This is an optimization exercise on Yosys and OpenROAD, whose aim is small area and a short achievable clock period, not a production implementation.
Only simulation tests tie the RTL to the original design; equivalence was not proved.
Power and IR drop assume default switching activity.

### flow/constraint.sdc
create_clock -name core_clock -period 8.5 [get_ports {clk}]
set_input_delay 1.7000 -clock core_clock [delete_from_list [all_inputs] [get_ports {clk}]]
set_output_delay 1.7000 -clock core_clock [all_outputs]
set_load 0.01 [all_outputs]
### flow/run.sh
#!/bin/bash
# synth_recipe.tcl (not shown) runs the flow's synth.tcl, then flattens the netlist and writes it again
# the make line also repeats each setting of config.mk as NAME=value (left out here)
make -C /OpenROAD-flow-scripts/flow DESIGN_CONFIG=/design/flow/config.mk WORK_HOME=/design/flow/orfs CLKGATE_MAP_FILE= SYNTH_SCRIPT=/design/flow/synth_recipe.tcl finish
### flow/design.v
`timescale 1ns/1ns
module BMD_64_RWDMA_FSM (
    clk,
    rst_n,
    init_rst_i,
    wdma_rst_o,
    mwr_len_i,
    mwr_count_i,
    wdma_start_o,
    wdma_addr_o,
    wdma_done_i,
    wdma_irq_o,
    next_wdma_addr_i,
    next_wdma_up_addr_i,
    next_wdma_valid_i,
    wdma_start_i,
    wdma_stop_i,
    wdma_running_o,
    wdma_frame_len_i,
    timeframe_end_i,
    wdma_buf_ptr_o,
    wdma_status_o,
    cc_timeout_o
);
input           clk;
input           rst_n;
input           init_rst_i;
output          wdma_rst_o;
input  [9:0]    mwr_len_i;
input  [15:0]   mwr_count_i;
output          wdma_start_o;
output [39:0]   wdma_addr_o;
input           wdma_done_i;
output          wdma_irq_o;
input  [31:0]   next_wdma_addr_i;
input  [7:0]    next_wdma_up_addr_i;
input           next_wdma_valid_i;
input           wdma_start_i;
input           wdma_stop_i;
output          wdma_running_o;
input  [15:0]   wdma_frame_len_i;
input           timeframe_end_i;
output [15:0]   wdma_buf_ptr_o;
output [3:0]    wdma_status_o;
output          cc_timeout_o;
reg    [39:0]   wdma_addr_o;
reg             wdma_irq_o;
reg             wdma_start_o;
reg             wdma_running_o;
reg    [3:0]    wdma_status_o;
reg             timeframe_end_prev;
reg [15:0]      wdma_buf_cnt;
reg [5:0]       wdma_state;
reg [5:0]       wdma_state_prev;
wire [31:0]     wdma_frame_size  = 4 * mwr_len_i * mwr_count_i;
wire [15:0]     wdma_buf_size = wdma_frame_len_i[15:0];
wire            wdma_rst_o = timeframe_end_i && (wdma_state == 6'h04);
wire [15:0]     wdma_buf_ptr_o = wdma_buf_cnt;
reg         next_wdma_valid;
reg         wdma_stop;
reg [15:0]  cnt_16bit;
wire        cc_timeout_o = cnt_16bit[15];
always @ (posedge clk)
begin
    if (!rst_n) begin
        cnt_16bit <= 0;
    end
    else begin
        if (init_rst_i || timeframe_end_i)
            cnt_16bit <= 0;
        else if (!cnt_16bit[15] && wdma_state == 6'h04)
            cnt_16bit <= cnt_16bit + 1;
    end
end
always @ (posedge clk)
begin
    if (!rst_n) begin
        wdma_state <= 6'h01;
        timeframe_end_prev <= 1'b0;
        wdma_addr_o <= 40'h0;
        wdma_irq_o <= 1'b0;
        wdma_start_o <= 1'b0;
        wdma_buf_cnt <=  16'h0;
        next_wdma_valid <= 1'b0;
        wdma_running_o <= 1'b0;
        wdma_status_o <= 4'b0000;
        wdma_stop <= 1'b0;
    end
    else begin
        if (init_rst_i) begin
            wdma_state <= 6'h01;
            wdma_state_prev <= 6'h01;
            wdma_addr_o <= 40'h0;
            wdma_irq_o <= 1'b0;
            wdma_start_o <= 1'b0;
            wdma_buf_cnt <=  16'h0;
            wdma_running_o <= 1'b0;
            wdma_status_o <= 4'b0000;
            wdma_stop <= 1'b0;
        end
        wdma_state_prev <= wdma_state;
        timeframe_end_prev <= timeframe_end_i;
        if (next_wdma_valid_i)
            next_wdma_valid <= 1'b1;
        else if ((wdma_state == 6'h02 && next_wdma_valid && !wdma_stop)
                        || wdma_state == 6'h20)
            next_wdma_valid <= 1'b0;
        if (wdma_stop_i)
            wdma_stop <= 1'b1;
        else if (wdma_state == 6'h20)
            wdma_stop <= 1'b0;
        case (wdma_state)
            6'h01 : begin
                if (wdma_start_i)
                    wdma_state <= 6'h02;
            end
            6'h02 : begin
                wdma_buf_cnt <= 16'h0;
                if (next_wdma_valid && !wdma_stop) begin
                    wdma_state <= 6'h04;
                    wdma_addr_o <= {next_wdma_up_addr_i, next_wdma_addr_i};
                    wdma_running_o <= 1'b1;
                end
                else begin
                    wdma_state <= 6'h20;
                end
                if ((!next_wdma_valid || wdma_stop) && wdma_state_prev != 6'h10)
                    wdma_irq_o <= 1'b1;
                else
                    wdma_irq_o <= 1'b0;
            end
            6'h04 : begin
                if (cc_timeout_o) begin
                    wdma_state <= 6'h20;
                    wdma_irq_o <= 1'b1;
                end
                else if (timeframe_end_prev) begin
                    wdma_start_o <= 1'b1;
                    wdma_state <= 6'h08;
                end
            end
            6'h08 : begin
                wdma_start_o <= 1'b0;
                if (wdma_done_i) begin
                    wdma_addr_o <= wdma_addr_o + wdma_frame_size;
                    wdma_buf_cnt <=  wdma_buf_cnt + 1;
                    wdma_state <= 6'h10;
                end
            end
            6'h10 : begin
                if (wdma_stop) begin
                    wdma_state <= 6'h20;
                    wdma_irq_o <= 1'b1;
                end
                else if (wdma_buf_cnt == wdma_buf_size) begin
                    wdma_irq_o <= 1'b1;
                    wdma_state <= 6'h02;
                end
                else
                    wdma_state <= 6'h04;
            end
            6'h20 : begin
                wdma_irq_o <= 1'b0;
                wdma_running_o <= 1'b0;
            end
        endcase
        if (wdma_state == 6'h02 && wdma_state_prev == 6'h10 && next_wdma_valid && !wdma_stop)
            wdma_status_o <= 4'b0001;
        else if (wdma_state == 6'h02 && wdma_state_prev == 6'h10 && !next_wdma_valid && !wdma_stop)
            wdma_status_o <= 4'b0011;
        else if (wdma_state == 6'h02 && wdma_state_prev != 6'h10 && !next_wdma_valid && !wdma_stop)
            wdma_status_o <= 4'b0010;
        else if ((wdma_state == 6'h10 || wdma_state == 6'h02) && wdma_stop)
            wdma_status_o <= 4'b0100;
        else if (wdma_state == 6'h04 && cc_timeout_o)
            wdma_status_o <= 4'b1000;
    end
end
endmodule
### flow/config.mk
export PLATFORM = sky130hd
export DESIGN_NAME = BMD_64_RWDMA_FSM
export DESIGN_NICKNAME = BMD_64_RWDMA_FSM
export VERILOG_FILES = /design/flow/design.v
export SDC_FILE = /design/flow/constraint.sdc
export NUM_CORES = 4
export LEC_CHECK = 0
export CAP_MARGIN = 20
export CORE_MARGIN = 2
export CORE_UTILIZATION = 40
export PLACE_DENSITY = 0.6
export SLEW_MARGIN = 20
==> metrics.cfg <==
[timing]
hold_violations = 0
holdWs_ns = 0.470
fin_crit_sh_pct = 97.2
fin_skew_ns = 0.00819
fin_crit_ns = 8.27
timing.final.ws_setup_ns = 0.234
setup_viol = 0
slew_headroom_pct = 33.0
slew_viol_final = 0
tightest_slew_ns = 1.00
max_freq_ghz = 0.121

[floorplan]
die_w_microns = 170
rows = 60
start_util_pct = 40.8
dieArea_sq_um = 28900
io_pins = 155
die_h_microns = 170
core-area_sq_um = 27000

[pwr]
power.leakage_nw = 6.35
power.internal_w = 0.00297
seqPwrFrac_pct = 8.6
p_sw_share_pct = 43.8
p_per_area_nw_per_um2 = 365
p_sw_w = 0.00232
clkPwrFrac_pct = 8.3
irDropWorstVdd_v = 0.000322
power_frac_comb_pct = 83.1

[yosys]
synth-seq-area-share_pct = 17.6
yosysTopAreaCellShare_pct = 20.2
synth_area_per_cell_sq_um = 8.23
synth_xor_area_share_pct = 5.65
ys_top_cells_by_area = fa_1 20%, dfxtp_1 16%, ha_1 10%, nand2_1 6.4%, inv_1 5.0%
synthAdderAreaFrac_pct = 30.4
synth.most_common_cell = nand2_1
synth_top_area_cell = fa_1
yosys_warnings = 1
ys.flop_type = dfxtp_1
synth_area_sq_um = 11000
async_flop_share_pct = 0
muxShareOfSynthArea_pct = 0.375
synth-compound-area-share_pct = 16.5
synthTopCellsByCount = 188 x nand2_1, 147 x inv_1, 111 x fa_1
synth_edf_count = 6
synth-simple-area-share_pct = 22.0
synth_nets = 1629
synthCells = 1338
ys_ff_latch = 94
synth_top_family_by_area = adder cells
synth_cell_type_count = 72

[cells_and_area]
final.fill_count = 2587
fin_nets = 1887
antenna_cells = 0
drive_above_1_share_pct = 15.1
syn_to_final_growth_pct = 31.4

[global_route]
grt_antenna_before_repair = 0
overflow = 0
track_usage_pct = 22.4
grt_max_degree = 57
grt_pass1_vias = 10310
grt_pass1_wl_microns = 52200

[clock_network]
clockBufferDepth = 2
clkTransAtPathRegs_ns = 0.07
clock_sinks = 94
htree_levels = 3
root_buffer = clkbuf_16
clk_latency_ns = 0.35
cts_buffers = 9
cts_tree = built

[route]
drtIter0Drc = 607
postRouteAntennaNets = 0
dr.pass1.iters = 5
vias = 10379
wl_microns = 32000
wire_per_inst_microns = 16.5
drc = 0
routed_via_density = 5.35

[worst_setup_path]
r2r_start = wdma_state[1]
cp_max_fo = 8
cp.required_ns = 8.80
slowest_stage = fa_1
setup.worst_path.start_class = input port
max_stage_delay_ns = 0.54
end_kind = flop
critPathArrivalTime_ns = 8.56
crit_start = mwr_count_i[3]
critical_path_class = in2reg
crit_buf_inv = 8
cpLargestDelayFamily = adder cells

[placement]
place_congestion = 0.861
io_buffers = 154
hpwl_microns = 24900
place_ws_ns = -0.661

[worst_hold_path]
min_from = wdma_running_o
min_path_type = reg2reg

[run_status]
status = no timing/DRC/antenna violations

[job]
max-cap-violations = 0

[logic make-up (layout without fill, tap and decap cells)]
group	after synthesis	after routing
compound gates	271	271
xor+xnor	71	71
fa+ha+maj	201	201
buf+inv	206	468
flops	94	94
mux	4	4
simple gates	491	491
[through the flow]
step	instances	utilization, %	instance area (sq um)	setup TNS, ns	power (W)
finish	1941	53.7	14500	0	0.00529
floorplan	1338	-	11000	0	0.00283
detailed placement	1912	51.0	13800	-8.64	0.00429
CTS	1931	52.3	14100	0	0.00488
global route	1941	53.7	14500	-0.0719	0.00579
global placement	1912	51.0	13800	-7.86	0.00429
[worst min-delay path: cells and delay by family (launching register included)]
family          cells  cell delay [ns]
compound gates      1             0.06
flops               1             0.31
simple gates        1             0.06
[what timing repair did]
action                                  4_1_cts  5_1_grt
endpoints found under the setup margin       15       20
gates resized for setup                      19       82
pin swaps                                    10       50
hold buffers                                  0        0
setup buffers                                 4        6
gates cloned                                  0        4
[state kept, by name (all words and copies together), names as in the netlist]
register,count
cnt_16bit,16
next_wdma_valid,1
timeframe_end_prev,1
wdma_addr_o,40
wdma_buf_cnt,16
wdma_irq_o,1
wdma_running_o,1
wdma_start_o,1
wdma_state,6
wdma_state_prev,6
wdma_status_o,4
wdma_stop,1
[layer usage]
layer / vias to the layer above / share of wire (%) / GRT usage (%)
met5: - / 0 / 0
met3: 14 / 3.9 / 3.14
met4: 0 / 0.70 / 2.19
li1: 5042 / - / -
met2: 229 / 48 / 37.5
met1: 5094 / 47 / 32.0
[cells in the final DEF, fill, tap and decap left out, types with 8 or more instances in the layout]
master / count
dfxtp_1: 88
xor2_1: 22
a22oi_1: 25
and3_1: 11
a31oi_1: 16
o21a_1: 11
nor2b_1: 9
nor4_1: 9
ha_1: 82
o211ai_1: 14
o21ai_0: 34
dlygate4sd2_1: 9
a21oi_1: 60
clkdlybuf4s50_1: 134
clkbuf_16: 10
nand2_1: 186
nor2_1: 81
fa_1: 109
a21oi_2: 8
a21o_1: 20
nand3_1: 23
xnor2_1: 49
nand4_1: 15
buf_4: 145
nor3_1: 11
and2_1: 84
inv_1: 144
a211oi_1: 10
[cell type report]
class / count / area (sq um) / share of cell area [%]
clock buffers: 11 / 264 / 1.83
inverters: 147 / 552 / 3.81
repair buffers: 306 / 2680 / 18.5
clock inverters: 4 / 50.0 / 0.346
flip-flops and latches: 94 / 1940 / 13.4
multi-input cells: 1038 / 8550 / 59.1
well taps: 341 / 427 / 2.95
[final timing paths]
check,end,slack (ns),cells after the start
max,wdma_addr_o[33],0.23,29
min,wdma_running_o,0.47,2
max reg2reg,wdma_addr_o[16],5.23,7
min reg2reg,wdma_running_o,0.47,2
[power groups by stage]
stage	clock, W	combinational (W)	sequential, W
3_3_place_gp	0	0.00383	0.000465
6_report	0.000438	0.00439	0.000455
3_5_place_dp	0	0.00383	0.000465
5_1_grt	0.000464	0.00487	0.000456
2_1_floorplan	0	0.00237	0.000464
4_1_cts	0.000448	0.00398	0.000455

==> static timing again, ports no longer ideal <==
The flow's constraints put no driver on any port. The routed layout listed below was extracted and timed again, unchanged, in two steps. Step 1, drivers: a clkbuf_16 drives clk and a buf_2 each remaining input, both assumed. Step 2, shift: input delay + t, output delay - t, t = (earliest + latest rising clock arrival at the registers) / 2. This alone moves slack from input paths to output paths. Three values: ideal, step 1, step 2; two values: the first two.
t (ns): 0.395
setup WS [ns]: 0.234 / 0.253 / -0.142
worst setup path after step 2: input to register
clock arrival spread, ns: 0.008 / 0.008
cell pins on the clock port's net: 1
Met with ideal ports but missed after step 2: setup timing in this run. For this run, drivers alone change the setup slack by +0.019 ns; drivers and shift together by -0.376 ns.
